What follows belongs to an exercise in optimizing a design on an open flow for small area; a production flow would make more cautious choices.
Only simulation tests tie the RTL to the original design; equivalence was not proved.
The clock input has no modelled driver; a real chip could not lean on it and would need a root buffer or a full tree.
No activity file was given, so power comes from the tool's default toggle rates.

Design PWM, start of the top module:
module PWM(
input PCLK,
input PRESERN,  
input PSEL,  
input PENABLE,  
output wire PREADY,  
output wire PSLVERR,  
input PWRITE,  
input [31:0] PADDR,  
input wire [31:0] PWDATA,  
output wire [31:0] PRDATA,  
output reg power,
output reg pitch,
output reg yaw
);
assign PSLVERR = 0;
assign PREADY = 1;
assign PRDATA = 0;
wire wr = PENABLE & PWRITE;
wire power_write_enable = wr & (PADDR[3:0] == 4'h0);
wire yaw_write_enable   = wr & (PADDR[3:0] == 4'h4);
wire pitch_write_enable = wr & (PADDR[3:0] == 4'h8);
wire big = |PWDATA[31:21];
wire [20:0] nload = ~({21{PRESERN}} & (PWDATA[20:0] | {21{big}}));
reg [19:0] mcnt;
reg [20:0] ycnt;
wire mwrap = &(mcnt | ~20'hF4240);
wire ywrap = &(ycnt | ~21'h1E8480);
localparam [19:0] MCLR = 20'hF4241;
localparam [20:0] YCLR = 21'h1E8481;
reg [19:0] mnext;
reg [20:0] ynext;
integer i;
always @* begin
	for (i = 0; i < 20; i = i + 1)
		mnext[i] = (mcnt[i] ^ (&(mcnt | ~((20'd1 << i) - 20'd1)))) & PRESERN & ~(MCLR[i] & mwrap);
	for (i = 0; i < 21; i = i + 1)
		ynext[i] = (ycnt[i] ^ (&(ycnt | ~((21'd1 << i) - 21'd1)))) & PRESERN & ~(YCLR[i] & ywrap);
end
always @(posedge PCLK) begin
	mcnt <= mnext;
	ycnt <= ynext;
end
function lt21(input [20:0] c, input [20:0] nd);
	integer i;
	reg k;
	begin
		k = 1'b1;
		for (i = 0; i < 21; i = i + 1)
			k = (c[i] & nd[i]) | ((c[i] | nd[i]) & k);
		lt21 = ~k;
	end
endfunction
reg [20:0] mnduty, ynduty, pnduty;   
always @(posedge PCLK) begin
	if (power_write_enable || !PRESERN) mnduty <= nload;
	if (yaw_write_enable   || !PRESERN) ynduty <= nload;
	if (pitch_write_enable || !PRESERN) pnduty <= nload;
end
always @(posedge PCLK) begin
  ...
Size in the first run: about 370 cells after synthesis, roughly 110 flip-flops.
clock: 4.0 ns
lec_check: 0
cap_margin: 20
core_margin: 2
core_utilization: 40
place_density: 0.6
slew_margin: 20
standard.sh (not shown) runs the stock make flow with config.mk's settings and CLKGATE_MAP_FILE= SYNTH_SCRIPT=/design/flow/synth_recipe.tcl, a recipe that flattens the netlist after the stock synthesis.
==> flow/flow/run.sh <==
#!/bin/bash
# Own layout flow: the standard ORFS flow (standard.sh), with these changes to how the
# layout is made:
#  * synthesis is the standard script, but the ABC step maps the combinational logic
#    with an area-oriented script (flow/area.abc) instead of ORFS's speed script;
#    registers, their names and cell types are untouched (mapped before ABC runs);
#  * the port buffers that ORFS inserts on every input and output use the smallest
#    buffer cell (buf_1) instead of the default choice;
#  * clock tree synthesis uses smaller clock buffers and no dummy loads.
# Each tool's output goes to its own log in this folder (ORFS keeps per-step logs under orfs/logs).
set -euo pipefail
cd "$(dirname "$0")/.."
W=$PWD
ABC_SCRIPT=$W/flow/area.abc

{
  echo 'proc synth {args} { yosys synth -nofsm -noshare {*}$args }'
  cat <<TCL
proc abc {args} {
  set i [lsearch -exact \$args -script]
  if { \$i >= 0 } { set args [lreplace \$args [expr {\$i+1}] [expr {\$i+1}] {$ABC_SCRIPT}] }
  puts "area abc: \$args"
  yosys abc {*}\$args
}
TCL
  tail -n +2 synth_recipe.tcl
} > own_synth.tcl

export BUFFER_PORTS_ARGS="-buffer_cell sky130_fd_sc_hd__buf_1"
export CTS_ARGS="-sink_clustering_enable -repair_clock_nets -dont_use_dummy_load -buf_list {sky130_fd_sc_hd__clkbuf_8}"
bash standard.sh SYNTH_SCRIPT=$W/own_synth.tcl finish > make_flow.log 2>&1
==> flow/flow/area.abc <==
strash
&get -n
&st
&syn2
&dch -f
&nf -a
&put
topo
The starting point finished clean.
Change:
- CAP_MARGIN: 20 -> 0
- SLEW_MARGIN: 20 -> 0
Maximum frequency barely changes.
Area after synthesis is unchanged.
Sequential power is about the same.
Sequential share of layout area rises by 0.13 points.

---

run 1:
PWM, a different RTL version from the one above (not shown whole).
Size in the first run: about 370 cells after synthesis, ~110 I/O pins, ~4400 um^2 of cells after synthesis.
clock: 4.0 ns
lec_check: 0
cap_margin: 0
core_margin: 2
core_utilization: 40
gpl_timing_driven: 0
place_density: 0.6
slew_margin: 0
==> flow/flow/run.sh <==
#!/bin/bash
# Own layout flow: the standard ORFS flow (standard.sh), with these changes to how the
# layout is made:
#  * synthesis is the standard script, but the ABC step maps the combinational logic
#    with an area-oriented script (flow/area.abc) instead of ORFS's speed script;
#    registers, their names and cell types are untouched (mapped before ABC runs);
#  * the port buffers that ORFS inserts on every input and output use the smallest
#    buffer cell (buf_1) instead of the default choice;
#  * clock tree synthesis uses smaller clock buffers and no dummy loads, and its tree is then
#    replaced by a flat one (flow/flat_clock.tcl): the clock port drives four clkbuf_16, each
#    driving the clock pins of a group of nearby registers.
# Each tool's output goes to its own log in this folder (ORFS keeps per-step logs under orfs/logs).
set -euo pipefail
cd "$(dirname "$0")/.."
W=$PWD
ABC_SCRIPT=$W/flow/area.abc

{
  echo 'proc synth {args} { yosys synth -nofsm -noshare {*}$args }'
  cat <<TCL
proc abc {args} {
  set i [lsearch -exact \$args -script]
  if { \$i >= 0 } { set args [lreplace \$args [expr {\$i+1}] [expr {\$i+1}] {$ABC_SCRIPT}] }
  puts "area abc: \$args"
  yosys abc {*}\$args
}
TCL
  tail -n +2 synth_recipe.tcl
} > own_synth.tcl

export BUFFER_PORTS_ARGS="-buffer_cell sky130_fd_sc_hd__buf_1"
export CTS_ARGS="-sink_clustering_enable -repair_clock_nets -dont_use_dummy_load -buf_list {sky130_fd_sc_hd__clkbuf_8}"
export POST_CTS_TCL=$W/flow/flat_clock.tcl
export MY_CLK_NBUF=4
export MY_CLK_BUF=sky130_fd_sc_hd__clkbuf_16
bash standard.sh SYNTH_SCRIPT=$W/own_synth.tcl finish > make_flow.log 2>&1
Scripts as last shown in full above: flow/flow/area.abc
Other scripts of this flow, unchanged in this note and not shown: flow/flow/flat_clock.tcl
diff inputs: run 1 => run 2
--- a/flow/config.mk
+++ b/flow/config.mk
@@ -9,5 +9,4 @@
 export CORE_MARGIN = 2
 export CORE_UTILIZATION = 40
-export GPL_TIMING_DRIVEN = 0
 export PLACE_DENSITY = 0.6
 export SLEW_MARGIN = 0
Notes after the runs:
- Run 2 ran to completion and came out clean on the timing, design-rule and antenna checks.
- Per the comparison of run 2 with run 1, finished layout cell area went down about 5.4%; clock network power share rose 0.4 points; final worst setup slack grew by 0.014 ns; non-filler instance count after layout now sits lower; maximum frequency has increased.
- Against run 1, pin count of the biggest net entering global routing in run 2 fell slightly.
- Compare run 2 and run 1 | worst slack at placement higher: run 2
- Summary of run 2 over run 1: tightest hold margin higher; synthesized cell count roughly the same.
Edits applied to the flow inputs when going from run 2 to run 3:
--- a/flow/config.mk
+++ b/flow/config.mk
@@ -8,5 +8,5 @@
 export CAP_MARGIN = 0
 export CORE_MARGIN = 2
-export CORE_UTILIZATION = 40
-export PLACE_DENSITY = 0.6
+export CORE_UTILIZATION = 60
+export PLACE_DENSITY = 0.75
 export SLEW_MARGIN = 0
## What came out
Of the two candidates, run 2 has the better final critical-path setup slack and run 3 the worse one.
Re clock-pin slew of the registers on the worst-case setup and hold paths: run 3 is 0.02 ns down on run 2.
Area added between synthesis and finish down 1.3 points in run 3 wrt run 2
Diff run 2 -> run 3 | full die area | decrease of about 32%
[compare] base=run 2 new=run 3: minimum clock period shows an increase of 0.10 ns, cell area moved down, via count up 109, total power fell 0.70%.
Run 3 reports a higher met1 capacity usage during global routing than run 2 does.
Comparing run 2 with run 3, the combinational share of power came out essentially unchanged.
The higher hold slack of run 2 and run 3 is in run 2.
In every run of this note, the design's own scripts or RTL, not TritonCTS, make the clock network.

-- re-timing with driven ports --
In the flow no input, the clock included, has a driving cell. The finished layouts below were timed again as built, in two steps. Step 1 assumes that a clkbuf_16 drives the clock port and a buf_2 every other input. Step 2 moves the port delays by t, midway between the first and last clock arrival at a register: inputs arrive t later, outputs are due t later. That takes back most of the time a late clock gives input paths. a / b / c = ideal ports / drivers / drivers and shift; a / b = the first two.
| run | t (ns) | slack for setup (ns) | hold WS [ns] | worst slew at a driven data input, ns | cell pins on the clock port's net |
|---|---|---|---|---|---|
| the first run of note 1 | 0.391 | 1.109 / 1.109 / 1.109 | 0.431 / 0.431 / 0.431 | 0.03 | 1 |
| the second run of note 1 | 0.390 | 1.101 / 1.101 / 1.101 | 0.435 / 0.435 / 0.435 | 0.04 | 1 |
| run 1 | 0.237 | 0.921 / 0.921 / 0.921 | 0.505 / 0.505 / 0.505 | 0.04 | 4 |
| run 2 | 0.241 | 0.936 / 0.936 / 0.936 | 0.508 / 0.508 / 0.508 | 0.03 | 4 |
| run 3 | 0.232 | 0.834 / 0.834 / 0.834 | 0.495 / 0.495 / 0.495 | 0.04 | 4 |
After both steps setup and hold are still met in every run listed.
